What follows belongs to an exercise in optimizing a design on an open flow for small area, a short achievable clock period and few clock cycles; a production flow would make more cautious choices.
RTL that was checked went through simulation tests only; none was proved equivalent to the original.
Only the layout flow was run in run 1; the RTL was not checked for function there.
No driver is modelled on the clock port, so clocking that relies on it looks cheaper here than on a real chip.

==> design.v <==
`timescale 1ns/1ps
module RISC_V(clk, rst, mem_addr, mem_wdata, mem_we, mem_rdata);
    input clk, rst;
    input  [15:0] mem_rdata;
    output [15:0] mem_addr;
    output [15:0] mem_wdata;
    output        mem_we;
    reg  [15:1] fa;         
    reg  [15:0] ir;         
    reg  [7:0]  sa, sb;     
    reg         iv;         
    reg         mem;        
    reg  [15:0] ea;         
    reg  [2:0]  mrd;        
    reg         mst;        
    reg  [15:0] wdata;      
    reg  [15:0] rf [0:7];
    integer k;
    wire [15:0] w      = mem_rdata;
    wire        w_jump = (w[14:12] == 3'b100);
    wire        w_pt   = (w[14:12] == 3'b011) & w[15];   
    wire [15:1] inc    = w_jump ? {{4{w[15]}}, w[11:1]} :
                         w_pt   ? {{12{w[15]}}, w[9], w[2:1]} : 15'd1;
    wire [15:1] fnext  = fa + inc;
    wire [2:0] op  = ir[14:12];
    wire [2:0] f3  = ir[2:0];
    wire       exv = iv & ~mem;
    wire is_r  = (op == 3'b000);
    wire is_l  = (op == 3'b001);
    wire is_s  = (op == 3'b010);
    wire is_b  = (op == 3'b011);
    wire is_i  = (op == 3'b101);
    reg [15:0] a, b;
    always @(*) begin
        a = 16'd0;
        b = 16'd0;
        for (k = 0; k < 8; k = k + 1) begin
            a = a | ({16{sa[k]}} & rf[k]);
            b = b | ({16{sb[k]}} & rf[k]);
        end
    end
    wire [15:0] immI = {{10{ir[15]}}, ir[8:6], ir[2:0]};
    wire [15:0] immS = {{10{ir[15]}}, ir[5:0]};
    wire        sub  = is_b | (is_r & ~f3[2] & (f3[1] | f3[0]));
    wire [15:0] op2  = (is_r | is_b) ? (sub ? ~b : b) : (is_s ? immS : immI);
    wire [15:0] sum  = a + op2 + {15'd0, sub};
    wire        lt   = (a[15] ^ b[15]) ? a[15] : sum[15];
    wire        eq   = (a == b);
    reg [15:0] res;
    always @(*) begin
        if (is_r & (f3 == 3'b111))      res = a & b;
        else if (is_r & (f3 == 3'b110)) res = a | b;
        else if (is_r & (f3 == 3'b010)) res = {15'd0, lt};
        else                            res = sum;
    end
    wire [4:0]  bimm  = {ir[15], ir[15], ir[9], ir[2:1]};         
    wire [4:0]  boff  = ir[15] ? (5'd1 - bimm) : (bimm - 5'd1);
    wire [15:1] alt   = fa + {{10{boff[4]}}, boff};
    wire taken    = ir[11] ? lt : (eq ^ ir[10]);
    wire redirect = exv & is_b & (taken ^ ir[15]);
    wire        ex_we = exv & (is_r | is_i);
    wire        wen   = mem ? ~mst : ex_we;
    wire [2:0]  wa    = mem ? mrd : ir[11:9];
    wire [15:0] wd    = mem ? mem_rdata : res;
    always @(posedge clk)
        if (wen) rf[wa] <= wd;
    always @(posedge clk or posedge rst) begin
        if (rst) begin
            fa  <= 15'd0;
            iv  <= 1'b0;
            mem <= 1'b0;
        end else begin
            mem <= exv & (is_l | is_s);
            if (~mem) begin
                fa <= ({15{redirect}} & alt) | ({15{~redirect}} & fnext);
                iv <= ~redirect;
            end
        end
    end
    wire keep_b = mem;
    always @(posedge clk) begin
        if (~mem)
            ir <= w;
        for (k = 0; k < 8; k = k + 1) begin
            sa[k] <= mem ? (ir[5:3] == k) : (w[5:3] == k);
            sb[k] <= keep_b ? (ir[8:6] == k) : (w[8:6] == k);
        end
        ea  <= sum;
        wdata <= b;
        mrd <= ir[11:9];
        mst <= is_s;
    end
    assign mem_addr  = mem ? ea : {fa, 1'b0};
    assign mem_wdata = wdata;
    assign mem_we    = mem & mst;
endmodule
==> flow/run.sh <==
#!/bin/bash
# The standard layout (standard.sh, unchanged synthesis) with two
# changes: plain buffers on the ports (buffer_ports otherwise picks delay
# cells), and an area recovery pass after the post-CTS timing repair that
# downsizes cells while the setup slack stays at or above
# SETUP_SLACK_MARGIN; the global-route repair then runs as usual. Full tool
# output goes to standard.log.
set -e
export FLOW_FLOW_DIR=$PWD/flow
export BUFFER_PORTS_ARGS="-buffer_cell sky130_fd_sc_hd__buf_1"
export POST_CTS_TCL=$FLOW_FLOW_DIR/post_cts.tcl
bash standard.sh > standard.log 2>&1
==> flow/area_recover.tcl <==
# Greedy area recovery: try each sized-up cell at smaller drive strengths of
# the same cell (same footprint) and keep the smallest one that leaves the
# worst setup slack at or above the margin (or where it was, if lower), and
# keeps every pin at least 20% inside its max-slew and max-capacitance
# limits (or no worse than before). Clock-tree cells are left alone.
proc area_recover { margin } {
  set dont_use {}
  if { [info exists ::env(DONT_USE_CELLS)] } { set dont_use $::env(DONT_USE_CELLS) }
  set wns0 [sta::worst_slack_cmd max]
  set limit [expr { min($margin * 1e-9, $wns0) }]
  set slew_lim [expr { min(0.2 * [sta::max_slew_check_limit], [sta::max_slew_check_slack]) }]
  set cap_lim [expr { min(0.2 * [sta::max_capacitance_check_limit], [sta::max_capacitance_check_slack]) }]
  puts "area_recover: worst slack $wns0, keeping it at or above $limit"
  set n 0
  set insts {}
  foreach inst [get_cells *] {
    set cell [get_property $inst ref_name]
    if { ![regexp {^(sky130_fd_sc_hd__[a-z0-9]+)_([0-9]+)$} $cell -> base drive] } { continue }
    if { [regexp {clk|dly|tap|fill|decap|diode} $base] } { continue }
    if { $drive == 0 } { continue }
    lappend insts [list $inst $base $drive $cell]
  }
  foreach rec $insts {
    lassign $rec inst base drive cell
    set cands {}
    foreach lc [get_lib_cells ${base}_*] {
      set name [get_name $lc]
      if { ![regexp "^${base}_(\[0-9\]+)\$" $name -> d] } { continue }
      if { $d >= $drive } { continue }
      set skip 0
      foreach p $dont_use { if { [string match $p $name] } { set skip 1 } }
      if { $skip } { continue }
      lappend cands [list $d $name]
    }
    set cands [lsort -integer -index 0 $cands]
    foreach c $cands {
      set name [lindex $c 1]
      replace_cell $inst $name
      if { [sta::worst_slack_cmd max] >= $limit
           && [sta::max_slew_check_slack] >= $slew_lim
           && [sta::max_capacitance_check_slack] >= $cap_lim } {
        incr n
        break
      }
      replace_cell $inst $cell
    }
  }
  puts "area_recover: resized $n cells, worst slack [sta::worst_slack_cmd max]"
}
==> flow/post_cts.tcl <==
# After CTS and its timing repair: give back the drive strength that repair
# added where the setup slack stays at or above the repair margin, then
# legalize the placement again.
source $::env(FLOW_FLOW_DIR)/area_recover.tcl
area_recover $::env(SETUP_SLACK_MARGIN)
detailed_placement
check_placement -verbose
==> standard.sh <==
#!/bin/bash
# synth_recipe.tcl (not shown) runs the flow's synth.tcl, then flattens the netlist and writes it again
# the make line also repeats each setting of config.mk as NAME=value (left out here)
make -C /OpenROAD-flow-scripts/flow DESIGN_CONFIG=/design/flow/config.mk WORK_HOME=/design/flow/orfs CLKGATE_MAP_FILE= SYNTH_SCRIPT=/design/flow/synth_recipe.tcl "${@:-finish}"
==> config.mk <==
export PLATFORM = sky130hd
export DESIGN_NAME = RISC_V
export DESIGN_NICKNAME = RISC_V
export VERILOG_FILES = /design/flow/design.v
export SDC_FILE = /design/flow/constraint.sdc
export NUM_CORES = 4
export LEC_CHECK = 0
export ABC_AREA = 1
export CAP_MARGIN = 20
export CORE_MARGIN = 2
export CORE_UTILIZATION = 40
export SETUP_SLACK_MARGIN = 4.2
export SLEW_MARGIN = 20
==> constraint.sdc <==
create_clock -name core_clock -period 8.0 [get_ports {clk}]
set_input_delay 1.6000 -clock core_clock [delete_from_list [all_inputs] [get_ports {clk}]]
set_output_delay 1.6000 -clock core_clock [all_outputs]
set_load 0.01 [all_outputs]
==> flow_summary.ini, run 1 <==
[synthesis]
synth_flop_cell = edfxtp_1
ys_seq_area_share_pct = 47.7
yosysWarnings = 1
yosysUniqueCellTypes = 49
syn_nets = 1505
async_flop_share_pct = 7.98
synth_edf_count = 144
syn-instance-count = 1407
synth-seq-cells = 213
synthesis.area_um2 = 12200
avgSynthCellArea_um2 = 8.64

[grt]
grt-ovfl-total = 0
grt_pass1_vias = 9925
grt_max_degree = 49
antenna_found_initial = 0
grt_pass1_wl_um = 58600
grt_util_all_layers_pct = 24.5

[floorplanning]
core_area_um2 = 29800
fp.dieH_um = 178
ios = 51
die_w_um = 178
rows = 63
start_util_pct = 40.8
die-area_um2 = 31800

[cells_and_area]
final_common_cell = nand2_1
syn2layout_area_growth_pct = 20.1
fin_nets = 1602
num_antenna_cells = 0
fin_area_um2 = 14600
drive_gt1_share_pct = 14.7
stdcell_count = 1912
mostFrequentLayoutCells = nand2_1 (361), inv_1 (211), edfxtp_1 (144)

[clock_tree]
cts_tree = built
cts_sinks = 213
insertion_delay_ns = 0.54
clk_pin_slew_worst_paths_ns = 0.06

[worst_setup_path]
crit_type = flop to output pin
rr_worst_depth = 15
cp.arrival_ns = 2.07
slowest_stage = clkbuf_8
critPathMaxFanout = 48
r2r_start = sa[1]
r2r_slack_ns = 4.35
critPathRequiredTime_ns = 6.40
crit_top_cell = nand2_1
crit_path_end_kind = output pin
critPathLaunchType = flop
reg2reg_to = rf[6][7]
crit_path_max_incr_delay_ns = 0.34
path_cells = clkbuf_8 -> clkinv_8 -> buf_12 -> nand2_1 -> nand2_1 -> buf_1

[placement]
globalplace.congestion = 1.02
dp_hpwl_um = 27300
post_dp_cell_area_um2 = 12700
port_buffers = 50
dpl.cell_count = 1814

[routing]
wl_met1_um = 16400
route.detailed.drc = 0
antenna_left = 0
dr_wl_met3_um = 3930
top_layer = met4
num_vias = 10620
wl_met2_um = 18000
drt_iter0_markers = 1233
firstDrtPassIters = 7
routed_wl_um = 39900
via_per_inst = 5.55
routedWlPerCell_um = 20.9

[timing]
clock.fmax_mhz = 273
finalHoldViolCount = 0
fin_crit_sh_pct = 45.9
fin_skew_ns = 0.0259
grt_setup_unrepaired = no
worst_pin_slew_ns = 1.08
slew_headroom_pct = 27.5
fin_tns_setup_ns = 0
drv_slew = 0
fin_crit_ns = 3.67
whs_ns = 0.439
setup_viol = 0

[worst_hold_path]
min_from = ir[10]
min_to = mrd[1]
worstHoldPathCells = 0
hold_class = flop to flop

[flow_run]
maxCapViolCount = 0

[run_status]
status = finished clean
[cells in the mapped netlist, types with 7 or more instances]
cell type  number  share of area, %
a21oi_1        43               1.8
a22o_1         17               1.2
a31oi_1         7              0.36
buf_2           8              0.33
clkbuf_1       29              0.90
dfrtp_1        17               3.5
dfxtp_1        52               8.6
edfxtp_1      144                36
ha_1           76               7.8
inv_1         226               7.0
nand2_1       370                11
nand3_1        40               1.6
nand4_1        34               1.8
nor2_1         53               1.6
nor3_1          8              0.33
nor4_1         37               1.9
o211ai_1       24               1.5
o21ai_0        83               3.4
o22ai_1        26               1.3
or2_2           7              0.36
xnor2_1        14               1.0
xor2_1         31               2.2
[critical path: cells and delay by family, from the launching register on]
| family | cells | cell delay [ns] |
|---|---|---|
| buffers and inverters | 4 | 1.01 |
| flip-flops | 1 | 0.33 |
| AND/OR/NAND/NOR | 2 | 0.14 |
[kinds of logic after synthesis]
kind of cell | count (synthesis) | share of synthesized area [%]
simple gates | 564 | 20.3
buf+inv | 275 | 8.64
compound gates | 230 | 11.7
flops | 213 | 47.7
fa+ha+maj | 80 | 8.49
xor+xnor | 45 | 3.24
[final cells by class]
| class | count | area [um2] |
|---|---|---|
| fill | 2783 | 15200 |
| multi-input combinational | 922 | 5990 |
| sequential | 213 | 5820 |
| inverter | 232 | 906 |
| timing repair buffer | 111 | 673 |
| clock buffer | 32 | 641 |
| tap | 390 | 488 |
| clock inverter | 12 | 81.3 |
[registers in the layout, indices dropped and copies added, names as in the netlist, 3 cells and up]
| signal | flops |
|---|---|
| sb | 8 |
| rf | 128 |
| ir | 16 |
| mrd | 3 |
| sa | 8 |
| wdata | 16 |
| fa | 15 |
| ea | 16 |
[routing by layer]
metal | global-route usage (%) | vias up
met5 | 0 | -
met4 | 9.65 | 0
met3 | 5.88 | 128
met2 | 38.8 | 604
met1 | 32.3 | 4941
li1 | - | 4947
[worst max-delay path by stage]
stage | startpoint | to | slack [ns] | cells after the start
2_1_floorplan | mem_rdata[15] | fa[13] | 4.24 | 17
3_3_place_gp | ir[2] | rf[2][12] | 3.31 | 20
3_5_place_dp | sb[0] | rf[6][10] | 3.28 | 19
5_1_grt | sb[0] | fa[3] | 4.13 | 25
6_report | mem | mem_addr[3] | 4.33 | 6
[stage by stage]
step                utilization (%)  worst slack [ns]
global route                   49.0              4.13
floorplan                         -              4.24
finish                         49.0              4.33
global placement               42.7              3.31
detailed placement             42.7              3.28
==> run 2, diff against run 1 <==
--- a/design.v
+++ b/design.v
@@ -15,3 +15,2 @@
     reg         mst;        
-    reg  [15:0] wdata;      
     reg  [15:0] rf [0:7];
@@ -79,3 +78,3 @@
     end
-    wire keep_b = mem;
+    wire keep_b = mem | (exv & is_s);
     always @(posedge clk) begin
@@ -88,3 +87,2 @@
         ea  <= sum;
-        wdata <= b;
         mrd <= ir[11:9];
@@ -93,3 +91,3 @@
     assign mem_addr  = mem ? ea : {fa, 1'b0};
-    assign mem_wdata = wdata;
+    assign mem_wdata = b;
     assign mem_we    = mem & mst;
--- a/config.mk
+++ b/config.mk
@@ -11,2 +11,3 @@
 export CORE_UTILIZATION = 40
+export GPL_TIMING_DRIVEN = 0
 export SETUP_SLACK_MARGIN = 4.2
==> flow_summary.ini, run 2 <==
[run_status]
status = finished clean

[cells_and_area]
reg_top3 = rf x128, ea x16, ir x16
stdcell_count = 1988
top_register = rf
syn2layout_area_growth_pct = 27.8
regArea_um2 = 5480
drive_gt1_share_pct = 20.1
multiInputGateArea_um2 = 6360
num_antenna_cells = 0
fin_nets = 1683
final_common_cell = nand2_1
mostFrequentLayoutCells = nand2_1 (389), inv_1 (206), edfxtp_1 (144)
largest_reg_flops = 128
fillCellCount = 2669

[floorplanning]
die-area_um2 = 31200
core_area_um2 = 29500
die_w_um = 177
start_util_pct = 40.4
rows = 63
fp.dieH_um = 177
ios = 51

[grt]
grt_pass1_vias = 10186
grt_max_degree = 26
grt_pass1_wl_um = 58400
grt_util_all_layers_pct = 25.1
antenna_found_initial = 0
grt-ovfl-total = 0

[timing]
fin_tns_setup_ns = 0
setup_ws_ns = 4.26
setup_viol = 0
fin_skew_ns = 0.0195
grt_setup_unrepaired = yes
fin_crit_sh_pct = 46.7
fin_crit_ns = 3.74
worst_pin_slew_ns = 1.11
slew_headroom_pct = 25.5
drv_slew = 0
clock.fmax_mhz = 268
whs_ns = 0.452
finalHoldViolCount = 0

[clock_tree]
insertion_delay_ns = 0.44
cts_tree = built
clk_pin_slew_worst_paths_ns = 0.07
cts_sinks = 197

[synthesis]
yosysUniqueCellTypes = 46
synth_top_area_cell = edfxtp_1
avgSynthCellArea_um2 = 8.37
synth_flop_cell = edfxtp_1
ys_seq_area_share_pct = 46.0
syn-instance-count = 1423
yosysMostFrequentCell = nand2_1
netlist_top_cells_count = nand2_1 (403), inv_1 (228), edfxtp_1 (144)
post-synth-top-area-fraction_pct = 36.3
yosysWarnings = 1
synth-seq-cells = 197
synth.area.top_cells = edfxtp_1 (36%), nand2_1 (13%), ha_1 (8.0%)
async_flop_share_pct = 8.63
syn_nets = 1521
synthesis.area_um2 = 11900
synth_edf_count = 144

[placement]
globalplace.congestion = 0.953
port_buffers = 50
dp_hpwl_um = 28200
post-place-ws_ns = 2.65
dpl.cell_count = 1863

[routing]
via_per_inst = 5.44
routedWlPerCell_um = 20.0
routed_wl_um = 39900
antenna_left = 0
firstDrtPassIters = 6
num_vias = 10813
drt_iter0_markers = 1021
route.detailed.drc = 0

[worst_setup_path]
reg2reg_to = rf[0][15]
critPathRequiredTime_ns = 8.32
crit_type = primary input to flop
cp-startpoint = mem_rdata[13]
cp.arrival_ns = 4.05
crit_path_end_kind = flop
r2r_slack_ns = 4.29
critPathLaunchType = primary input
r2r_start = sb[1]
critPathMaxFanout = 4
rr_worst_depth = 21

[worst_hold_path]
hold_class = flop to flop
worstHoldPathCells = 0
min_from = ir[9]
min_to = mrd[0]

[flow_run]
maxCapViolCount = 0
run 2: routing by layer:
metal / global-route usage (%) / vias up / part of all wire, %
met2: 41.2 / 486 / 47
met3: 4.50 / 137 / 7.1
met5: 0 / - / 0
li1: - / 5076 / -
met1: 31.2 / 5114 / 40
met4: 14.3 / 0 / 5.8
run 2: worst max-delay path by stage:
stage | end | slack [ns] | cells after the start
2_1_floorplan | fa[15] | 4.18 | 19
3_3_place_gp | rf[7][11] | 2.62 | 21
3_5_place_dp | rf[3][11] | 2.65 | 21
5_1_grt | fa[15] | 4.09 | 22
6_report | fa[13] | 4.26 | 20
run 2: worst max-delay path, cell delays in order:
cell,delay [ns]
buf_12,0.10
inv_8,0.03
nor4_4,0.27
nor2_2,0.08
inv_2,0.12
nand2_2,0.09
ha_4,0.18
fa_2,0.37
nand3_2,0.09
nand2_2,0.06
nand4_1,0.11
nand3_2,0.12
a21boi_2,0.24
o21ai_2,0.10
buf_4,0.14
xor2_1,0.13
inv_1,0.05
nand2_1,0.04
nand3_1,0.06
nand2_1,0.05
run 2: area by class of cell:
class                   count  area share (%)
multi-input cells         946            41.8
flip-flops and latches    197            36.0
repair buffers            143            6.23
inverters                 231            5.97
well taps                 390            3.21
plain buffers              49            3.01
clock buffers              19            2.85
clock inverters            13           0.913
run 2: per-stage QoR:
| stage | utilization, % | area (um2) |
|---|---|---|
| 3_3_place_gp | 42.8 | 12600 |
| 5_1_grt | 51.6 | 15200 |
| 2_1_floorplan | - | 11900 |
| 3_5_place_dp | 42.9 | 12600 |
| 6_report | 51.6 | 15200 |
run 2: cells by family (layout without fill, tap and decap cells):
group           after synthesis  after routing  share of synthesized area, %
compound gates              219            219                          11.5
xor+xnor                     45             45                          3.31
fa+ha+maj                    80             80                          8.66
buf+inv                     280            455                          9.11
flops                       197            197                          46.0
simple gates                602            602                          21.5
Testbench counts of run 2, summed over its fixed seeds: cycles 40,390.
==> run 3, diff against run 2 <==
==> flow/run.sh (replaced) <==
#!/bin/bash
# The standard layout (standard.sh, unchanged synthesis) with two
# changes: plain buffers on the ports (buffer_ports otherwise picks delay
# cells), and an area recovery pass after each timing repair (after CTS,
# and after global route's repair) that downsizes cells while the setup
# slack stays at or above SETUP_SLACK_MARGIN and slews and loads stay well
# inside their limits. Full tool output goes to standard.log.
set -e
export FLOW_FLOW_DIR=$PWD/flow
export BUFFER_PORTS_ARGS="-buffer_cell sky130_fd_sc_hd__buf_1"
export POST_CTS_TCL=$FLOW_FLOW_DIR/post_cts.tcl
export PRE_GLOBAL_ROUTE_TCL=$FLOW_FLOW_DIR/pre_grt.tcl
bash standard.sh > standard.log 2>&1
==> flow/pre_grt.tcl (new file) <==
# The global route step calls recover_power_helper between an incremental
# global route's start and end, after its own timing repair; do the same
# area recovery there, on global-route parasitics.
proc recover_power_helper { } {
  source $::env(FLOW_FLOW_DIR)/area_recover.tcl
  estimate_parasitics -global_routing
  area_recover $::env(SETUP_SLACK_MARGIN)
}
--- a/config.mk
+++ b/config.mk
@@ -11,3 +11,2 @@
 export CORE_UTILIZATION = 40
-export GPL_TIMING_DRIVEN = 0
 export SETUP_SLACK_MARGIN = 4.2
==> flow_summary.ini, run 3 <==
[cells_and_area]
reg_top3 = rf x128, ea x16, ir x16
fin_nets = 1596
stdcell_count = 1900
syn2layout_area_growth_pct = 14.2
top_register = rf
largest_reg_flops = 128
mostFrequentLayoutCells = nand2_1 (403), inv_1 (227), edfxtp_1 (144)
num_antenna_cells = 0
drive_gt1_share_pct = 9.40
finalCoreUtilization_pct = 46.1
final_common_cell = nand2_1

[grt]
grt_pass1_wl_um = 54800
grt_max_degree = 53
grt_pass1_vias = 9563
grt_util_all_layers_pct = 23.5
antenna_found_initial = 0
grt-ovfl-total = 0

[clock_tree]
insertion_delay_ns = 0.45
clk_pin_slew_worst_paths_ns = 0.06
cts_tree = built
cts_sinks = 197

[worst_setup_path]
cp.arrival_ns = 3.02
crit_type = flop to output pin
rr_worst_depth = 5
critPathLaunchType = flop
critPathMaxFanout = 45
cp-startpoint = mem
r2r_start = mem
critPathRequiredTime_ns = 6.40
crit_path_end_kind = output pin

[timing]
fin_crit_ns = 4.62
slew_headroom_pct = -53.9
setup_viol = 0
grt_setup_unrepaired = yes
fin_tns_setup_ns = 0
fin_skew_ns = 0.0188
clock.fmax_mhz = 217
drv_slew = 46
finalHoldViolCount = 0
whs_ns = 0.428
worst_pin_slew_ns = 2.31
fin_crit_sh_pct = 57.7

[synthesis]
netlist_top_cells_count = nand2_1 (403), inv_1 (228), edfxtp_1 (144)
avgSynthCellArea_um2 = 8.37
synth_top_area_cell = edfxtp_1
synth-seq-cells = 197
ys_seq_area_share_pct = 46.0
post-synth-top-area-fraction_pct = 36.3
synth_edf_count = 144
synth_flop_cell = edfxtp_1
yosysMostFrequentCell = nand2_1
syn_nets = 1521
yosysWarnings = 1
syn-instance-count = 1423
synthesis.area_um2 = 11900
yosysUniqueCellTypes = 46
async_flop_share_pct = 8.63
synth.area.top_cells = edfxtp_1 (36%), nand2_1 (13%), ha_1 (8.0%)

[routing]
dr_wl_met3_um = 2480
wl_met2_um = 17800
wl_met1_um = 15400
routed_wl_um = 37600
via_per_inst = 5.41
antenna_left = 0
top_layer = met4
drt_iter0_markers = 1203
routedWlPerCell_um = 19.8
num_vias = 10284
firstDrtPassIters = 6
route.detailed.drc = 0

[placement]
globalplace.congestion = 0.892
dp_hpwl_um = 25800
dpl.cell_count = 1821
port_buffers = 50

[run_status]
failed_checks = capacitance limit, slew limit
status = finished with violations

[worst_hold_path]
min_from = ir[9]
worstHoldPathCells = 0
hold_class = flop to flop

[floorplanning]
rows = 63
ios = 51
die-area_um2 = 31200
fp.dieH_um = 177
start_util_pct = 40.4
core_area_um2 = 29500
die_w_um = 177

[flow_run]
maxCapViolCount = 1
-- run 3: cell count changes in the layout (fill, tap and decap cells not counted), sizes merged --
cell and change:
buf -63, clkbuf -29, bufinv -2, inv +2, nand2 +2, clkinvlp +1, nand3 +1
-- run 3: cell families (layout without fill, tap and decap cells) --
group	count (synthesis)	after routing	share of synthesized area, %
and+or+nand+nor	602	605	21.5
buffers and inverters	280	364	9.11
DFF	197	197	46.0
xor gates and xnor gates	45	45	3.31
adders and majority gates	80	80	8.66
AOI/OAI and AO/OA	219	219	11.5
-- run 3: final timing paths --
path                                 to  slack [ns]
max in group asynchronous         fa[9]        6.20
min reg2reg                      mrd[0]        0.43
max                        mem_addr[15]        3.38
min in group asynchronous        fa[13]        1.28
min                              mrd[0]        0.43
max reg2reg                    rf[3][3]        3.78
-- run 3: worst max-delay path, cell delays in order (launching register included) --
cell,delay [ns]
dfrtp_1,0.35
buf_1,1.65
nand2_1,0.20
o21ai_0,0.18
buf_1,0.18
-- run 3: final cells by class --
cell class,count,area [um2]
fill,2885,15900
timing repair buffer,101,589
sequential,197,5490
tap,390,488
clock inverter,13,85.1
timing repair inverter,1,7.51
inverter,231,880
multi-input combinational,949,5630
clock buffer,18,429
-- run 3: layer usage --
| layer | global-route usage (%) | up-vias |
|---|---|---|
| li1 | - | 4887 |
| met1 | 29.7 | 4844 |
| met2 | 39.1 | 430 |
| met3 | 3.25 | 123 |
| met4 | 12.2 | 0 |
| met5 | 0 | - |
-- run 3: per-stage QoR --
step | setup slack [ns] | cell area, um2
2_1_floorplan | 4.18 | 11900
3_3_place_gp | 3.29 | 12500
3_5_place_dp | 3.24 | 12500
5_1_grt | 3.20 | 13600
6_report | 3.38 | 13600
==> run 4, diff against run 3 <==
==> flow/run.sh (replaced) <==
#!/bin/bash
# The standard layout (standard.sh) with three changes:
# - synthesis leaves adders to ABC instead of mapping them onto the
#   library's full/half-adder cells (ADDER_MAP_FILE empty); the registers
#   are the standard synthesis's;
# - plain buffers on the ports (buffer_ports otherwise picks delay cells);
# - after the post-CTS timing repair, a downsizing pass that keeps the setup slack at or above SETUP_SLACK_MARGIN.
# Full tool output goes to standard.log.
set -e
export FLOW_FLOW_DIR=$PWD/flow
export ADDER_MAP_FILE=
export BUFFER_PORTS_ARGS="-buffer_cell sky130_fd_sc_hd__buf_1"
export POST_CTS_TCL=$FLOW_FLOW_DIR/post_cts.tcl
bash standard.sh > standard.log 2>&1
--- a/config.mk
+++ b/config.mk
@@ -11,3 +11,3 @@
 export CORE_UTILIZATION = 40
-export SETUP_SLACK_MARGIN = 4.2
+export SETUP_SLACK_MARGIN = 4.5
 export SLEW_MARGIN = 20
removed: flow/pre_grt.tcl
==> flow_summary.ini, run 4 <==
[run_status]
status = finished clean

[timing]
fin_tns_setup_ns = 0
fin_crit_ns = 3.53
worst_pin_slew_ns = 1.10
drv_slew = 0
grt_setup_unrepaired = yes
slew_headroom_pct = 26.5
setup_viol = 0
fin_crit_sh_pct = 44.1
whs_ns = 0.425
fin_skew_ns = 0.0310
finalHoldViolCount = 0
clock.fmax_mhz = 283

[grt]
grt_pass1_wl_um = 58500
grt_max_degree = 53
grt_util_all_layers_pct = 25.0
grt-ovfl-total = 0
grt_pass1_vias = 10144
antenna_found_initial = 0

[routing]
via_per_inst = 5.36
firstDrtPassIters = 6
routed_wl_um = 40300
drt_iter0_markers = 1174
num_vias = 11356
route.detailed.drc = 0
antenna_left = 0
routedWlPerCell_um = 19.0

[floorplanning]
die_w_um = 177
start_util_pct = 40.5
fp.dieH_um = 177
rows = 63
ios = 51
die-area_um2 = 31300
core_area_um2 = 29600

[cells_and_area]
mostFrequentLayoutCells = nand2_1 (667), inv_1 (158), edfxtp_1 (144)
reg_top3 = rf x128, ea x16, ir x16
largest_reg_flops = 128
top_register = rf
final_common_cell = nand2_1
fin_nets = 1732
fin_area_um2 = 13900
num_antenna_cells = 0
drive_gt1_share_pct = 12.7
syn2layout_area_growth_pct = 16.2

[synthesis]
synth-seq-cells = 197
yosysWarnings = 1
avgSynthCellArea_um2 = 7.31
synthesis.area_um2 = 12000
syn_nets = 1654
synth.area.top_cells = edfxtp_1 (36%), nand2_1 (22%), dfxtp_1 (6.0%)
async_flop_share_pct = 8.63
ys_seq_area_share_pct = 45.7
yosysMostFrequentCell = nand2_1
yosysUniqueCellTypes = 50
synth_top_area_cell = edfxtp_1
syn-instance-count = 1636
synth_flop_cell = edfxtp_1
netlist_top_cells_count = nand2_1 (693), inv_1 (156), edfxtp_1 (144)
post-synth-top-area-fraction_pct = 36.1
synth_edf_count = 144

[clock_tree]
cts_tree = built
clk_pin_slew_worst_paths_ns = 0.08
insertion_delay_ns = 0.45
cts_sinks = 197

[placement]
port_buffers = 50
globalplace.congestion = 0.932
post_dp_cell_area_um2 = 12400
dp_hpwl_um = 27000

[worst_setup_path]
cp.arrival_ns = 3.86
critPathMaxFanout = 6
critPathLaunchType = primary input
crit_type = primary input to flop
critPathRequiredTime_ns = 8.33
crit_path_end_kind = flop

[flow_run]
maxCapViolCount = 0

[worst_hold_path]
hold_class = flop to flop
-- run 4: cell types whose count changed in the layout (fill, tap and decap cells not counted), sizes merged, moves of 11 or more --
cell     previous run  this run
a22o               18         5
ha                 76         0
inv               234       172
nor2               56       134
nand2             408       708
o2111ai            12         1
xor2               29        40
nand4              19        44
nor4               35         3
-- run 4: worst max-delay path, cell delays in order --
cell and delay [ns]:
buf_8 0.10, nor3_4 0.28, buf_6 0.16, inv_6 0.05
nand2_8 0.09, o211ai_1 0.12, or2_4 0.29, o21ai_4 0.19
a21oi_2 0.08, o211ai_1 0.26, nand3b_1 0.16, o21ai_2 0.14
xor2_1 0.15, nand2_1 0.06, nand3_1 0.07, nand2_1 0.06
-- run 4: final timing paths --
check                               from        to  slack, ns  cells after the start
setup / recovery           mem_rdata[12]    fa[15]       4.47                     16
hold / removal                    ir[10]    mrd[1]       0.42                      0
setup reg to reg                  ir[12]  rf[3][6]       4.64                     19
hold reg to reg                   ir[10]    mrd[1]       0.42                      0
max in group asynchronous            rst       mem       6.22                      2
min in group asynchronous            rst    fa[15]       1.24                      2
-- run 4: logic make-up (layout without fill, tap and decap cells) --
| group | count (synthesis) | after routing | share of synthesized area, % |
|---|---|---|---|
| xor gates and xnor gates | 49 | 49 | 3.59 |
| AOI/OAI and AO/OA | 164 | 164 | 8.01 |
| and+or+nand+nor | 1001 | 1006 | 34.6 |
| buffers and inverters | 225 | 311 | 8.07 |
| DFF | 197 | 197 | 45.7 |
-- run 4: layout make-up --
type,count,area (um2)
inverter,166,653
clock inverter,15,108
sequential,197,5510
multi-input combinational,1219,5990
timing repair inverter,1,7.51
fill,2964,15700
clock buffer,17,425
timing repair buffer,112,712
tap,390,488
-- run 4: layer usage --
metal  part of all wire (%)  up-vias  global-route usage [%]  wire [um]
met5                      0        -                       0          0
met4                    4.2        0                    11.2       1680
met3                    6.6      102                    2.99       2650
met2                     47      453                    42.1      19100
met1                     42     5340                    32.2      16900
li1                       -     5461                       -          -
-- run 4: per-stage QoR --
step | setup slack, ns | util (%) | std cells
after floorplan | 4.41 | - | 1636
after global placement | 3.77 | 42.1 | 2025
after detailed placement | 3.71 | 42.1 | 2025
after global routing | 4.32 | 47.0 | 2117
final | 4.47 | 47.0 | 2117
==> run 5, diff against run 4 <==
--- a/config.mk
+++ b/config.mk
@@ -7,3 +7,2 @@
 export LEC_CHECK = 0
-export ABC_AREA = 1
 export CAP_MARGIN = 20
@@ -11,3 +10,3 @@
 export CORE_UTILIZATION = 40
-export SETUP_SLACK_MARGIN = 4.5
+export SETUP_SLACK_MARGIN = 4.2
 export SLEW_MARGIN = 20
==> flow_summary.ini, run 5 <==
[run_status]
status = finished clean

[timing]
finalHoldViolCount = 0
fin_crit_sh_pct = 54.0
fin_crit_ns = 4.32
drv_slew = 0
whs_ns = 0.457
fin_skew_ns = 0.0444
grt_setup_unrepaired = yes
clock.fmax_mhz = 231
fin_tns_setup_ns = 0
setup_viol = 0
slew_headroom_pct = 27.6
worst_pin_slew_ns = 1.09

[worst_setup_path]
cp.arrival_ns = 4.64
crit_type = primary input to flop
rr_worst_depth = 16
critPathRequiredTime_ns = 8.32
cp-startpoint = mem_rdata[12]
critPathMaxFanout = 8
r2r_start = sa[7]
reg2reg_to = fa[2]
crit_path_end_kind = flop
critPathLaunchType = primary input
r2r_slack_ns = 3.80

[floorplanning]
die_w_um = 169
rows = 60
fp.dieH_um = 169
start_util_pct = 40.6
die-area_um2 = 28500
core_area_um2 = 26800
ios = 51

[placement]
globalplace.congestion = 0.892
dp_hpwl_um = 22900
port_buffers = 50
post_dp_cell_area_um2 = 11300
dpl.cell_count = 1333

[routing]
routed_wl_um = 36000
routedWlPerCell_um = 24.8
num_vias = 9174
firstDrtPassIters = 5
via_per_inst = 6.33
antenna_left = 0
drt_iter0_markers = 1152
route.detailed.drc = 0

[synthesis]
netlist_top_cells_count = edfxtp_1 (144), a22oi_1 (133), nor2_1 (62)
synth_flop_cell = edfxtp_1
async_flop_share_pct = 8.63
synth-seq-cells = 197
synth.area.top_cells = edfxtp_1 (40%), a22oi_1 (9.2%), dfxtp_1 (6.6%)
synth_top_area_cell = edfxtp_1
post-synth-top-area-fraction_pct = 39.8
synth_edf_count = 144
yosysUniqueCellTypes = 92
synthesis.area_um2 = 10900
ys_seq_area_share_pct = 50.3
yosysMostFrequentCell = edfxtp_1
syn-instance-count = 996
yosysWarnings = 1
avgSynthCellArea_um2 = 10.9
syn_nets = 1014

[cells_and_area]
num_antenna_cells = 0
drive_gt1_share_pct = 18.8
reg_top3 = rf x128, ea x16, ir x16
fin_area_um2 = 12900
fillCellCount = 2446
stdcell_count = 1450
syn2layout_area_growth_pct = 18.7
mostFrequentLayoutCells = edfxtp_1 (144), a22oi_1 (132), buf_1 (83)
top_register = rf
fin_nets = 1114
final_common_cell = edfxtp_1
largest_reg_flops = 128

[worst_hold_path]
worstHoldPathCells = 0
min_from = ir[9]
min_to = mrd[0]
hold_class = flop to flop

[clock_tree]
insertion_delay_ns = 0.45
cts_tree = built
cts_sinks = 197
clk_pin_slew_worst_paths_ns = 0.08

[flow_run]
maxCapViolCount = 0

[grt]
grt_util_all_layers_pct = 24.7
grt_pass1_vias = 8589
grt_max_degree = 64
antenna_found_initial = 1
grt-ovfl-total = 0
grt_pass1_wl_um = 52800
[run 5: final cells by class]
type	instances	area, um2	share of cell area, %
Tap cell	341	427	3.31
Clock inverter	15	124	0.960
Inverter	35	135	1.05
Timing Repair Buffer	147	822	6.37
Sequential cell	197	5510	42.7
Multi-Input combinational cell	698	5460	42.3
Clock buffer	17	425	3.30
[run 5: metrics by stage]
| step | util (%) | worst slack, ns |
|---|---|---|
| 3_3_place_gp | 42.2 | 3.06 |
| 2_1_floorplan | - | 3.45 |
| 6_report | 48.2 | 3.68 |
| 5_1_grt | 48.2 | 3.52 |
| 3_5_place_dp | 42.2 | 2.98 |
[run 5: logic make-up (layout without fill, tap and decap cells)]
logic type	count (synthesis)	after routing	synth area share [%]
compound gates	313	313	21.5
simple gates	247	248	11.9
mux	33	34	3.35
fa+ha+maj	27	27	2.50
flops	197	197	50.3
xor+xnor	76	76	6.19
buf+inv	103	214	4.22
[run 5: worst max-delay path by stage]
stage,endpoint,slack [ns]
after detailed placement,fa[14],2.98
after global routing,fa[13],3.52
after floorplan,fa[15],3.45
after global placement,fa[14],3.06
final,fa[13],3.68
[run 5: per-layer routing]
| metal | share of wire (%) | track usage (%) | up-vias |
|---|---|---|---|
| met5 | 0.036 | 0 | - |
| met3 | 8.9 | 4.09 | 93 |
| met4 | 3.3 | 9.18 | 2 |
| li1 | - | - | 4079 |
| met1 | 42 | 33.4 | 4487 |
| met2 | 46 | 40.1 | 513 |
[run 5: worst max-delay path, cell delays in order]
cell	delay, ns
buf_12	0.11
or3b_4	0.42
a21oi_4	0.20
o21ai_2	0.09
o211a_1	0.25
o31a_1	0.27
o221ai_2	0.15
nand3_2	0.12
maj3_2	0.35
maj3_2	0.38
nor2_4	0.15
nand2_2	0.07
a22o_1	0.24
o311ai_2	0.24
==> run 6, diff against run 5 <==
--- a/config.mk
+++ b/config.mk
@@ -7,2 +7,3 @@
 export LEC_CHECK = 0
+export ABC_AREA = 1
 export CAP_MARGIN = 20
@@ -10,3 +11,3 @@
 export CORE_UTILIZATION = 40
-export SETUP_SLACK_MARGIN = 4.2
+export SETUP_SLACK_MARGIN = 4.8
 export SLEW_MARGIN = 20
==> flow_summary.ini, run 6 <==
[placement]
post_dp_cell_area_um2 = 12500
port_buffers = 50
dp_hpwl_um = 26900
globalplace.congestion = 0.886

[timing]
fin_crit_sh_pct = 44.2
slew_headroom_pct = 29.7
drv_slew = 0
fin_skew_ns = 0.0183
setup_viol = 0
fin_crit_ns = 3.53
worst_pin_slew_ns = 1.05
grt_setup_unrepaired = yes
fin_tns_setup_ns = 0
clock.fmax_mhz = 283
finalHoldViolCount = 0

[worst_setup_path]
crit_path_max_incr_delay_ns = 0.24
slowest_stage = o211ai_1
reg2reg_to = rf[5][14]
critPathMaxFanout = 4
critPathLaunchType = primary input
crit_path_end_kind = flop
r2r_start = ir[12]
rr_worst_depth = 22
critPathRequiredTime_ns = 8.34
cp.arrival_ns = 3.87
r2r_slack_ns = 4.62
crit_top_cell = nand2_2
crit_type = primary input to flop
path_cells = buf_8 -> nor3_4 -> buf_6 -> clkinvlp_4 -> o21ai_2 -> or2_1 -> nand2_2 -> inv_2 -> nand2_2 -> nor3_2 -> inv_1 -> o211ai_1 -> nand3b_1 -> o21ai_1 -> xor2_1 -> nand2_2 -> nand3_2 -> nand2_1

[clock_tree]
cts_sinks = 197
cts_tree = built
clk_pin_slew_worst_paths_ns = 0.08
insertion_delay_ns = 0.46

[cells_and_area]
syn2layout_area_growth_pct = 29.3
top_register = rf
reg_top3 = rf x128, ea x16, ir x16
final_common_cell = nand2_1
mostFrequentLayoutCells = nand2_1 (592), edfxtp_1 (144), inv_1 (141)
num_antenna_cells = 0
fin_nets = 1801
drive_gt1_share_pct = 24.9
fin_area_um2 = 15500
largest_reg_flops = 128

[floorplanning]
die-area_um2 = 31300
start_util_pct = 40.5
ios = 51
fp.dieH_um = 177
die_w_um = 177
core_area_um2 = 29600
rows = 63

[routing]
routed_wl_um = 44700
antenna_left = 0
routedWlPerCell_um = 20.5
route.detailed.drc = 0
num_vias = 12019
via_per_inst = 5.50
drt_iter0_markers = 1345
firstDrtPassIters = 5

[synthesis]
synth_top_area_cell = edfxtp_1
synth.area.top_cells = edfxtp_1 (36%), nand2_1 (22%), dfxtp_1 (6.0%)
yosysWarnings = 1
avgSynthCellArea_um2 = 7.31
yosysMostFrequentCell = nand2_1
yosysUniqueCellTypes = 50
synthesis.area_um2 = 12000
async_flop_share_pct = 8.63
synth-seq-cells = 197
syn-instance-count = 1636
post-synth-top-area-fraction_pct = 36.1
synth_flop_cell = edfxtp_1
synth_edf_count = 144
ys_seq_area_share_pct = 45.7
netlist_top_cells_count = nand2_1 (693), inv_1 (156), edfxtp_1 (144)
syn_nets = 1654

[run_status]
status = finished clean

[worst_hold_path]
worstHoldPathCells = 0
min_from = ir[10]
min_to = mrd[1]
hold_class = flop to flop

[grt]
grt_pass1_wl_um = 62700
grt_max_degree = 45
antenna_found_initial = 0
grt_pass1_vias = 10738
grt_util_all_layers_pct = 27.0
grt-ovfl-total = 0

[flow_run]
maxCapViolCount = 0
-- run 6: cell count changes after synthesis, sizes merged, moves of 41 or more --
cell / delta
nor2: +71
nand3: +61
a22oi: -132
xnor2: -41
inv: +130
nand2: +651
o21ai: +47
-- run 6: critical path, delay by kind of cell --
family	cells	cell delay (ns)
compound gates	3	0.59
xor+xnor	1	0.18
buf+inv	5	0.47
simple gates	9	1.02
-- run 6: cell type report --
cell class | instances | area (um2)
Tap cell | 390 | 488
Timing Repair inverter | 3 | 21.3
Fill cell | 2744 | 14100
Clock inverter | 15 | 194
Sequential cell | 197 | 5510
Clock buffer | 17 | 425
Multi-Input combinational cell | 1220 | 6610
Timing Repair Buffer | 178 | 1560
Inverter | 166 | 669
-- run 6: cells by family (layout without fill, tap and decap cells) --
group           count (synthesis)  after routing  share of synthesized area (%)
buf+inv                       225            379                           8.07
simple gates                 1001           1007                           34.6
xor+xnor                       49             49                           3.59
flops                         197            197                           45.7
compound gates                164            164                           8.01
-- run 6: stage by stage --
stage	std cells	setup slack (ns)	hold WS (ns)	utilization (%)
finish	2186	4.47	0.429	52.3
detailed placement	2026	3.77	0.399	42.2
floorplan	1636	4.41	0.386	-
global route	2186	4.35	0.450	52.3
global placement	2026	3.78	0.411	42.2
-- run 6: how the worst max path moves through the flow --
stage	start	endpoint	slack (ns)	depth (start not counted)
2_1_floorplan	mem_rdata[14]	fa[15]	4.41	16
3_3_place_gp	mem_rdata[14]	fa[15]	3.78	16
3_5_place_dp	mem_rdata[14]	fa[14]	3.77	21
5_1_grt	mem_rdata[13]	fa[12]	4.35	18
6_report	mem_rdata[13]	fa[15]	4.47	18
-- run 6: per-layer routing --
metal | wire length [um] | vias up | track usage [%] | part of all wire, %
met5 | 0 | - | 0 | 0
met2 | 21200 | 630 | 45.1 | 47
li1 | - | 5600 | - | -
met3 | 3350 | 138 | 3.67 | 7.5
met1 | 18000 | 5651 | 34.8 | 40
met4 | 2190 | 0 | 11.9 | 4.9
==> run 7, diff against run 6 <==
--- a/config.mk
+++ b/config.mk
@@ -7,3 +7,2 @@
 export LEC_CHECK = 0
-export ABC_AREA = 1
 export CAP_MARGIN = 20
@@ -11,3 +10,3 @@
 export CORE_UTILIZATION = 40
-export SETUP_SLACK_MARGIN = 4.8
+export SETUP_SLACK_MARGIN = 4.5
 export SLEW_MARGIN = 20
==> flow_summary.ini, run 7 <==
[run_status]
status = finished clean

[cells_and_area]
finalCoreUtilization_pct = 51.4
drive_gt1_share_pct = 27.7
num_antenna_cells = 0
syn2layout_area_growth_pct = 26.8
largest_reg_flops = 128
final_common_cell = edfxtp_1
top_register = rf
reg_top3 = rf x128, ea x16, ir x16
mostFrequentLayoutCells = edfxtp_1 (144), a22oi_1 (128), buf_1 (83)
fin_nets = 1173
fillCellCount = 2302

[timing]
whs_ns = 0.474
setup_viol = 0
slew_headroom_pct = 36.3
drv_slew = 0
fin_crit_ns = 4.35
worst_pin_slew_ns = 0.955
finalHoldViolCount = 0
grt_setup_unrepaired = yes
clock.fmax_mhz = 230
fin_crit_sh_pct = 54.4
fin_tns_setup_ns = 0
fin_skew_ns = 0.0289

[worst_setup_path]
crit_path_max_incr_delay_ns = 0.37
critPathLaunchType = primary input
path_cells = buf_4 -> and4b_2 -> clkbuf_2 -> nor3_2 -> a31oi_1 -> o211a_1 -> o31a_1 -> o221ai_2 -> nand3_2 -> maj3_2 -> maj3_2 -> buf_4 -> xor2_1 -> a211oi_2 -> xnor2_1
crit_path_end_kind = flop
critPathMaxFanout = 6
crit_type = primary input to flop
cp.arrival_ns = 4.71
slowest_stage = maj3_2
critPathRequiredTime_ns = 8.36

[synthesis]
netlist_top_cells_count = edfxtp_1 (144), a22oi_1 (133), nor2_1 (62)
synthesis.area_um2 = 10900
syn-instance-count = 996
async_flop_share_pct = 8.63
synth_top_area_cell = edfxtp_1
synthMuxAreaShare_pct = 3.35
syn_nets = 1014
yosysWarnings = 1
synth_flop_cell = edfxtp_1
yosysUniqueCellTypes = 92
synth-xor-area-share_pct = 6.19
synth_edf_count = 144
yosysMostFrequentCell = edfxtp_1
synth-seq-cells = 197
synth_top_family_by_area = compound AO/OA/AOI/OAI gates
synth.area.top_cells = edfxtp_1 (40%), a22oi_1 (9.2%), dfxtp_1 (6.6%)
synth-compound-area-share_pct = 21.5
ys_seq_area_share_pct = 50.3
synth_fa_ha_area_share_pct = 2.50
avgSynthCellArea_um2 = 10.9
synth_simple_gate_area_share_pct = 11.9
post-synth-top-area-fraction_pct = 39.8

[routing]
routedWlPerCell_um = 26.0
num_vias = 9815
firstDrtPassIters = 5
routed_wl_um = 39200
drt_iter0_markers = 1425
via_per_inst = 6.50
antenna_left = 0
route.detailed.drc = 0

[floorplanning]
start_util_pct = 40.6
die-area_um2 = 28500
core_area_um2 = 26800
fp.dieH_um = 169
rows = 60
die_w_um = 169
ios = 51

[grt]
grt_util_all_layers_pct = 26.1
grt_pass1_vias = 9012
grt-ovfl-total = 0
grt_max_degree = 50
grt_pass1_wl_um = 55400
antenna_found_initial = 0

[worst_hold_path]
hold_class = flop to flop

[clock_tree]
insertion_delay_ns = 0.44
cts_tree = built
clk_pin_slew_worst_paths_ns = 0.08
cts_sinks = 197

[placement]
dp_hpwl_um = 23300
globalplace.congestion = 0.897
port_buffers = 50

[flow_run]
maxCapViolCount = 0
[run 7: worst max-delay path: cells and delay by family]
family                   cells  cell delay [ns]
XOR/XNOR                     2             0.30
adder cells (fa/ha/maj)      2             0.70
buffers and inverters        3             0.48
AND/OR/NAND/NOR              3             0.59
AO/OA/AOI/OAI                5             1.06
[run 7: layout make-up]
cell class / instances / area (um2) / area share, %
Timing Repair Buffer: 205 / 1280 / 9.31
Clock buffer: 17 / 425 / 3.09
Inverter: 35 / 131 / 0.953
Clock inverter: 15 / 149 / 1.08
Sequential cell: 197 / 5500 / 39.9
Tap cell: 341 / 427 / 3.10
Multi-Input combinational cell: 699 / 5860 / 42.5
[run 7: path summary, 6_finish.rpt]
check                         startpoint      to  slack (ns)  cells past startpoint
hold reg to reg                    ir[9]  mrd[0]        0.47                      0
hold / removal                     ir[9]  mrd[0]        0.47                      0
setup reg to reg                   ir[2]  fa[13]        3.71                     13
max in group asynchronous            rst     mem        6.17                      2
setup / recovery           mem_rdata[15]  fa[12]        3.65                     15
min in group asynchronous            rst   fa[5]        1.26                      2
[run 7: cells by family after synthesis]
family,count (synthesis)
compound gates,313
flops,197
simple gates,247
xor+xnor,76
fa+ha+maj,27
buf+inv,103
mux,33
[run 7: per-stage QoR]
stage | instance area [um2] | std cells | setup WS (ns)
final | 13800 | 1509 | 3.65
after global routing | 13800 | 1509 | 3.55
after detailed placement | 11400 | 1335 | 3.00
after global placement | 11400 | 1335 | 3.10
after floorplan | 11000 | 996 | 3.45
[run 7: layer usage]
layer,GRT usage [%],part of all wire (%),vias up,wire length (um)
met1,34.9,39,4863,15400
met3,4.12,9.1,142,3560
met5,0,0,-,0
met2,42.5,47,614,18500
li1,-,-,4196,-
met4,10.8,4.5,0,1760
==> run 8, diff against run 7 <==
--- a/config.mk
+++ b/config.mk
@@ -7,2 +7,3 @@
 export LEC_CHECK = 0
+export ABC_AREA = 1
 export CAP_MARGIN = 20
@@ -10,3 +11,3 @@
 export CORE_UTILIZATION = 40
-export SETUP_SLACK_MARGIN = 4.5
+export SETUP_SLACK_MARGIN = 4.6
 export SLEW_MARGIN = 20
==> flow_summary.ini, run 8 <==
[placement]
post-place-ws_ns = 3.53
globalplace.congestion = 0.872
post_dp_cell_area_um2 = 12400
dpl.cell_count = 2023
dp_hpwl_um = 27200
port_buffers = 50

[timing]
setup_viol = 0
fin_skew_ns = 0.0276
clock.fmax_mhz = 279
fin_crit_ns = 3.58
slew_headroom_pct = 25.0
finalHoldViolCount = 0
fin_tns_setup_ns = 0
fin_crit_sh_pct = 44.8
drv_slew = 0
worst_pin_slew_ns = 1.11
setup_ws_ns = 4.42
grt_setup_unrepaired = yes

[routing]
routedWlPerCell_um = 19.1
route.detailed.drc = 0
num_vias = 11360
drt_iter0_markers = 1085
firstDrtPassIters = 7
routed_wl_um = 40600
antenna_left = 0
via_per_inst = 5.34

[worst_setup_path]
path_buf_inv = 5
path_cells = buf_8 -> nor3_4 -> buf_2 -> clkinvlp_4 -> o21ai_2 -> or2_1 -> nand2_2 -> inv_2 -> nand2_4 -> nor3_4 -> inv_1 -> o211ai_1 -> nand3b_1 -> o21ai_2 -> xor2_1 -> nand2_1 -> nand3_1 -> nand2_1
critPathRequiredTime_ns = 8.36
slowest_stage = o211ai_1
crit_path_end_kind = flop
crit_path_max_incr_delay_ns = 0.26
critPathMaxFanout = 4
crit_type = primary input to flop
critPathLaunchType = primary input
critPathTopFamily = simple AND/OR/NAND/NOR gates
cp.arrival_ns = 3.94
path_depth = 18
rr_worst_depth = 21

[floorplanning]
start_util_pct = 40.5
core_area_um2 = 29600
ios = 51
die_w_um = 177
fp.dieH_um = 177
rows = 63
die-area_um2 = 31300

[synthesis]
synthesis.area_um2 = 12000
post-synth-top-area-fraction_pct = 36.1
avgSynthCellArea_um2 = 7.31
synth_edf_count = 144
synth.area.top_cells = edfxtp_1 (36%), nand2_1 (22%), dfxtp_1 (6.0%)
yosysMostFrequentCell = nand2_1
ys_seq_area_share_pct = 45.7
synth-seq-cells = 197
async_flop_share_pct = 8.63
synth_flop_cell = edfxtp_1
yosysWarnings = 1
netlist_top_cells_count = nand2_1 (693), inv_1 (156), edfxtp_1 (144)
yosysUniqueCellTypes = 50
synth_top_area_cell = edfxtp_1
syn_nets = 1654
syn-instance-count = 1636

[flow_run]
maxCapViolCount = 0

[grt]
grt_pass1_wl_um = 60100
antenna_found_initial = 1
grt_pass1_vias = 10649
grt-ovfl-total = 0
grt_max_degree = 75
grt_util_all_layers_pct = 25.5

[cells_and_area]
num_antenna_cells = 0
fin_nets = 1743
top_register = rf
syn2layout_area_growth_pct = 17.1
fin_area_um2 = 14000
final_common_cell = nand2_1
largest_reg_flops = 128
reg_top3 = rf x128, ea x16, ir x16
stdcell_count = 2128
drive_gt1_share_pct = 13.6
mostFrequentLayoutCells = nand2_1 (663), inv_1 (151), edfxtp_1 (144)

[worst_hold_path]
hold_class = flop to flop
worstHoldPathCells = 0

[clock_tree]
cts_sinks = 197
insertion_delay_ns = 0.46
cts_tree = built
clk_pin_slew_worst_paths_ns = 0.09

[run_status]
status = finished clean
## run 8: worst register-to-register path: cells and delay by family, from the launching register on
| kind | cells | cell delay [ns] |
|---|---|---|
| DFF | 1 | 0.44 |
| buffers and inverters | 3 | 0.45 |
| AOI/OAI and AO/OA | 3 | 0.70 |
| and+or+nand+nor | 15 | 1.48 |
## run 8: cell families (layout without fill, tap and decap cells)
| logic type | count (synthesis) | in the layout | synth area share (%) |
|---|---|---|---|
| flops | 197 | 197 | 45.7 |
| buf+inv | 225 | 323 | 8.07 |
| compound gates | 164 | 164 | 8.01 |
| simple gates | 1001 | 1005 | 34.6 |
| xor+xnor | 49 | 49 | 3.59 |
## run 8: worst paths after layout
path,slack (ns),to,start
worst min register to register,0.40,mrd[1],ir[10]
worst max register to register,4.62,rf[2][15],ir[12]
worst max-delay path,4.42,fa[15],mem_rdata[12]
max in group asynchronous,6.26,fa[2],rst
worst min-delay path,0.40,mrd[1],ir[10]
min in group asynchronous,1.24,fa[15],rst
## run 8: metal layers
layer	global-route usage [%]	routed length, um	up-vias	part of all wire [%]
met2	43.3	19400	443	48
met5	0	0	-	0
met3	4.02	2660	110	6.6
li1	-	-	5475	-
met1	32.3	16800	5332	42
met4	10.6	1700	0	4.2
## run 8: area by class of cell
cell class / instances / area, um2
Tap cell: 390 / 488
Multi-Input combinational cell: 1218 / 6030
Timing Repair Buffer: 124 / 754
Inverter: 166 / 677
Sequential cell: 197 / 5510
Clock buffer: 17 / 425
Fill cell: 2918 / 15500
Clock inverter: 15 / 120
Timing Repair inverter: 1 / 7.51
## run 8: per-stage QoR
stage	hold slack, ns	utilization [%]
global route	0.411	47.4
finish	0.400	47.4
floorplan	0.386	-
detailed placement	0.400	42.1
global placement	0.396	42.1
==> run 9, diff against run 8 <==
--- a/config.mk
+++ b/config.mk
@@ -11,3 +11,3 @@
 export CORE_UTILIZATION = 40
-export SETUP_SLACK_MARGIN = 4.6
+export SETUP_SLACK_MARGIN = 4.4
 export SLEW_MARGIN = 20
==> flow_summary.ini, run 9 <==
[timing]
fin_tns_setup_ns = 0
setup_viol = 0
fin_crit_ns = 3.62
clock.fmax_mhz = 276
fin_crit_sh_pct = 45.2
worst_pin_slew_ns = 1.10
grt_setup_unrepaired = yes
finalHoldViolCount = 0
fin_skew_ns = 0.0202
drv_slew = 0
slew_headroom_pct = 26.0

[grt]
grt-ovfl-total = 0
antenna_found_initial = 0
grt_pass1_vias = 10121
grt_util_all_layers_pct = 25.0
grt_pass1_wl_um = 58400
grt_max_degree = 74

[cells_and_area]
num_antenna_cells = 0
drive_gt1_share_pct = 9.28
syn2layout_area_growth_pct = 12.9
largest_reg_flops = 128
finalCoreUtilization_pct = 45.7
fin_nets = 1708
reg_top3 = rf x128, ea x16, ir x16
final_common_cell = nand2_1
mostFrequentLayoutCells = nand2_1 (681), inv_1 (163), edfxtp_1 (144)
top_register = rf
stdcell_count = 2093
fin_area_um2 = 13500

[routing]
num_vias = 11052
routedWlPerCell_um = 18.8
drt_iter0_markers = 1068
route.detailed.drc = 0
via_per_inst = 5.28
antenna_left = 0
routed_wl_um = 39300
firstDrtPassIters = 6

[floorplanning]
core_area_um2 = 29600
ios = 51
fp.dieH_um = 177
rows = 63
die_w_um = 177
start_util_pct = 40.5
die-area_um2 = 31300

[synthesis]
ys_seq_area_share_pct = 45.7
yosysMostFrequentCell = nand2_1
syn_nets = 1654
avgSynthCellArea_um2 = 7.31
yosysUniqueCellTypes = 50
synth-xor-area-share_pct = 3.59
synth-compound-area-share_pct = 8.01
synth_top_family_by_area = simple AND/OR/NAND/NOR gates
post-synth-top-area-fraction_pct = 36.1
synthesis.area_um2 = 12000
synth_top_area_cell = edfxtp_1
yosysWarnings = 1
async_flop_share_pct = 8.63
synth_edf_count = 144
synthMuxAreaShare_pct = 0
synth.area.top_cells = edfxtp_1 (36%), nand2_1 (22%), dfxtp_1 (6.0%)
synth-seq-cells = 197
netlist_top_cells_count = nand2_1 (693), inv_1 (156), edfxtp_1 (144)
syn-instance-count = 1636
synth_simple_gate_area_share_pct = 34.6
synth_fa_ha_area_share_pct = 0
synth_flop_cell = edfxtp_1

[worst_setup_path]
r2r_slack_ns = 4.63
crit_path_end_kind = flop
r2r_start = ir[0]
critPathMaxFanout = 6
cp-startpoint = mem_rdata[12]
critPathRequiredTime_ns = 8.34
crit_type = primary input to flop
critPathLaunchType = primary input
cp.arrival_ns = 3.96
endpoint = fa[15]
rr_worst_depth = 19
reg2reg_to = rf[5][9]

[placement]
dpl.cell_count = 2026
post_dp_cell_area_um2 = 12400
globalplace.congestion = 0.943
port_buffers = 50
dp_hpwl_um = 27200

[clock_tree]
insertion_delay_ns = 0.45
cts_sinks = 197
cts_tree = built
clk_pin_slew_worst_paths_ns = 0.07

[flow_run]
maxCapViolCount = 0

[worst_hold_path]
hold_class = flop to flop

[run_status]
status = finished clean
## run 9: how the worst min path moves through the flow
stage                      start     end  slack [ns]  cells past startpoint
after floorplan           ir[10]  mrd[1]        0.39                      0
after global placement    ir[10]  mrd[1]        0.40                      0
after detailed placement  ir[10]  mrd[1]        0.41                      0
after global routing      ir[10]  mrd[1]        0.44                      0
final                     ir[10]  mrd[1]        0.42                      0
## run 9: layout make-up
class                           instances  area, um2
Clock inverter                         15        114
Fill cell                            3001      16100
Multi-Input combinational cell       1216       5780
Clock buffer                           17        425
Sequential cell                       197       5500
Inverter                              166        646
Timing Repair Buffer                   90        523
Tap cell                              390        488
Timing Repair inverter                  2       22.5
## run 9: logic make-up (layout without fill, tap and decap cells)
group           after synthesis  in the layout
simple gates               1001           1003
buf+inv                     225            290
flops                       197            197
compound gates              164            164
xor+xnor                     49             49
## run 9: critical path, cell delays in order
cell and delay [ns]:
buf_8 0.10, nor3_4 0.25, buf_6 0.16, clkinv_8 0.07, nand2_8 0.09, o211ai_1 0.13
or2_1 0.30, o21ai_2 0.17, a21oi_2 0.08, o211ai_1 0.29, nand3b_1 0.17, o21ai_1 0.18
xor2_1 0.15, nand2_1 0.06, nand3_1 0.07, nand2_1 0.06
## run 9: metrics by stage
step / hold slack (ns) / setup WS, ns
after global routing: 0.436 / 4.18
final: 0.423 / 4.38
after detailed placement: 0.412 / 3.46
after floorplan: 0.386 / 4.38
after global placement: 0.398 / 3.46
## run 9: routing by layer
| metal | global-route usage, % | vias up | wire length [um] | part of all wire, % |
|---|---|---|---|---|
| met5 | 0 | - | 0 | 0 |
| met4 | 10.1 | 0 | 1520 | 3.9 |
| met3 | 3.80 | 96 | 2690 | 6.8 |
| met2 | 41.9 | 433 | 18800 | 48 |
| met1 | 32.2 | 5126 | 16300 | 41 |
| li1 | - | 5397 | - | - |

-- separate check: timing with driven ports --
No port has a modelled driver above. Below, the same layouts with a new extraction and two added sets of constraints.
Step 1 sets driving cells, clkbuf_16 on the clock port and buf_2 on the other inputs (assumed; they add their load-dependent delay and slew).
Step 2 also shifts input and output timing later by t, the mid clock arrival at the registers, as if the neighbouring blocks saw the same clock.
a / b / c = no drivers / after step 1 / after step 2; a / b = the first two.
run | t (ns) | setup WS [ns] | worst setup path at the end | latest minus earliest clock arrival (ns)
run 1 | 0.574 | 4.331 / 4.281 / 3.815 | input to register | 0.026 / 0.026
run 2 | 0.482 | 4.264 / 4.251 / 3.768 | input to register | 0.020 / 0.019
run 3 | 0.487 | 3.382 / 3.332 / 3.362 | input to register | 0.019 / 0.018
run 4 | 0.483 | 4.470 / 4.472 / 3.989 | input to register | 0.031 / 0.031
run 5 | 0.476 | 3.677 / 3.678 / 3.202 | input to register | 0.045 / 0.044
run 6 | 0.494 | 4.467 / 4.469 / 3.975 | input to register | 0.019 / 0.019
run 7 | 0.478 | 3.646 / 3.665 / 3.188 | input to register | 0.029 / 0.029
run 8 | 0.491 | 4.415 / 4.401 / 3.910 | input to register | 0.028 / 0.028
run 9 | 0.486 | 4.382 / 4.390 / 3.904 | input to register | 0.021 / 0.020
The setup slack of run 1, which loses most, moves by -0.050 ns with the drivers and by -0.516 ns with both steps.
